Background: an optimization exercise with open tools, aiming at small area. Do not read the settings as production practice. The RTL was checked by simulation tests, not by an equivalence proof against the original design.

== build 65 ==
// uart_top
module uart_top (
    input        clk, rst,
    input        read_uart, write_uart,
    input        rx_data_in,
    input  [7:0] write_data,
    output       rx_full, rx_empty, tx_full,
    output       tx_data_out,
    output [7:0] read_data
    );
    wire        tick;
    wire        rx_done, tx_done, rx_shift;
    wire        tx_empty;
    wire [15:0] tx_ld, rx_ld, tx_keep, rx_keep;
    reg  [127:0] tx_mem, rx_mem;
    reg  [7:0]   sr;
    reg          ph;
    wire [127:0] tx_next, rx_next;
    wire [7:0]   sr_next;
    always @(posedge clk or posedge rst)
        if (rst) ph <= 1'b0;
        else ph <= ~ph;
    baud_rate_generator baud_rate_gen_module (.clk(clk), .rst(rst), .tick(tick));
    uart_transmitter uart_tx_module (.clk(clk), .rst(rst), .tx_start(~tx_empty),
        .sample_tick(tick), .data_in(tx_mem[7:0]), .data_inv(ph), .tx_done(tx_done),
        .tx_data(tx_data_out));
    uart_receiver uart_rx_module (.clk(clk), .rst(rst), .rx_data(rx_data_in),
        .sample_tick(tick), .shift(rx_shift), .data_ready(rx_done));
    fifo_tx_ctl fifo_tx_module (.clk(clk), .rst(rst), .wr(write_uart), .pop(tx_done),
        .ld(tx_ld), .keep(tx_keep), .empty(tx_empty), .full(tx_full));
    fifo_rx_ctl fifo_rx_module (.clk(clk), .rst(rst), .wr(rx_done), .rd(read_uart),
        .ld(rx_ld), .keep(rx_keep), .empty(rx_empty), .full(rx_full));
    fifo_rows rows (.take({rx_shift, rx_ld, tx_ld}), .keep({~rx_shift, rx_keep, tx_keep}),
  ...
For scale: about 880 cells after synthesis, roughly 310 flip-flops, ~25 I/O pins, about 10000 um^2 of cells after synthesis.
export LEC_CHECK = 0
export CAP_MARGIN = 20
export CORE_MARGIN = 2
export CORE_UTILIZATION = 70
export PLACE_DENSITY = 0.8
export SLEW_MARGIN = 20
export SYNTH_HIERARCHICAL = 1
export SYNTH_MINIMUM_KEEP_SIZE = 400
create_clock -name core_clock -period 10.0 [get_ports {clk}]
standard.sh (not shown) runs the stock make flow with config.mk's settings and CLKGATE_MAP_FILE= SYNTH_SCRIPT=/design/flow/synth_recipe.tcl, a recipe that flattens the netlist after the stock synthesis.
==> flow/flow/run.sh <==
#!/bin/bash
# Standard ORFS layout (standard synthesis unchanged), with two changes:
#  - clock tree: sink clusters of up to 22 driven by clkbuf_8, no dummy loads
#  - port buffers: the smallest buffer (buf_1) instead of the default
set -euo pipefail
export CTS_ARGS="-sink_clustering_enable -repair_clock_nets -dont_use_dummy_load -buf_list sky130_fd_sc_hd__clkbuf_8 -sink_clustering_size 22 -sink_clustering_max_diameter 70"
export BUFFER_PORTS_ARGS="-buffer_cell sky130_fd_sc_hd__buf_1"
bash standard.sh finish > layout.log 2>&1
What trial 36 does differently from build 65 at the input level:
# build 65
export LEC_CHECK = 0
export CAP_MARGIN = 20
export CORE_MARGIN = 2
export CORE_UTILIZATION = 70
export PLACE_DENSITY = 0.8
export SLEW_MARGIN = 20
export SYNTH_HIERARCHICAL = 1
export SYNTH_MINIMUM_KEEP_SIZE = 400
create_clock -name core_clock -period 10.0 [get_ports {clk}]
# trial 36
export LEC_CHECK = 0
export ABC_AREA = 1
export CAP_MARGIN = 20
export CORE_MARGIN = 2
export CORE_UTILIZATION = 70
export PLACE_DENSITY = 0.8
export SLEW_MARGIN = 20
export SYNTH_HIERARCHICAL = 1
export SYNTH_MINIMUM_KEEP_SIZE = 400
create_clock -name core_clock -period 10.0 [get_ports {clk}]
==> flow/flow/run.sh <==
#!/bin/bash
# Standard ORFS layout (standard synthesis unchanged), with two changes:
#  - clock tree: sink clusters of up to 20 driven by clkbuf_8, no dummy loads
#  - port buffers: the smallest buffer (buf_1) instead of the default
set -euo pipefail
export CTS_ARGS="-sink_clustering_enable -repair_clock_nets -dont_use_dummy_load -buf_list sky130_fd_sc_hd__clkbuf_8 -sink_clustering_size 20 -sink_clustering_max_diameter 70"
export BUFFER_PORTS_ARGS="-buffer_cell sky130_fd_sc_hd__buf_1"
bash standard.sh finish > layout.log 2>&1
## What came out
Row post-synthesis cell area: trial 36 higher / build 65 lower. For build 65, the worst setup path startpoint was fifo_tx_module.v[12], unlike trial 36, where it was ph. | hold slack | higher: trial 36 |. Combinational family with the most area after synthesis = simple AND/OR/NAND/NOR gates: trial 36; combinational family with the most area after synthesis = compound AO/OA/AOI/OAI gates: build 65. Global-route usage (higher): build 65. Trial 36: full flow OK, the timing, design-rule and antenna checks passed.

## port drivers added, routing unchanged
The flow's constraints put no driver on any port. The routed layouts listed below were extracted and timed again, unchanged, in two steps. Step 1, drivers: a clkbuf_16 drives clk and a buf_2 each remaining input, both assumed. Step 2 moves the port delays by t, midway between the first and last clock arrival at a register: inputs arrive t later, outputs are due t later. That takes back most of the time a late clock gives input paths. Slacks: ideal ports / drivers / drivers and shift; pairs: ideal ports / drivers.
run	t (ns)	setup slack, ns	worst setup path after step 2	worst slew at a driven data input, ns
build 65	0.545	6.068 / 6.030 / 5.967	input to register	0.04
trial 36	0.559	6.039 / 5.999 / 6.558	register to output	0.05
After both steps every run listed still meets setup and hold. The setup slack of build 65, which loses most, moves by -0.038 ns with the drivers and by -0.101 ns with both steps.
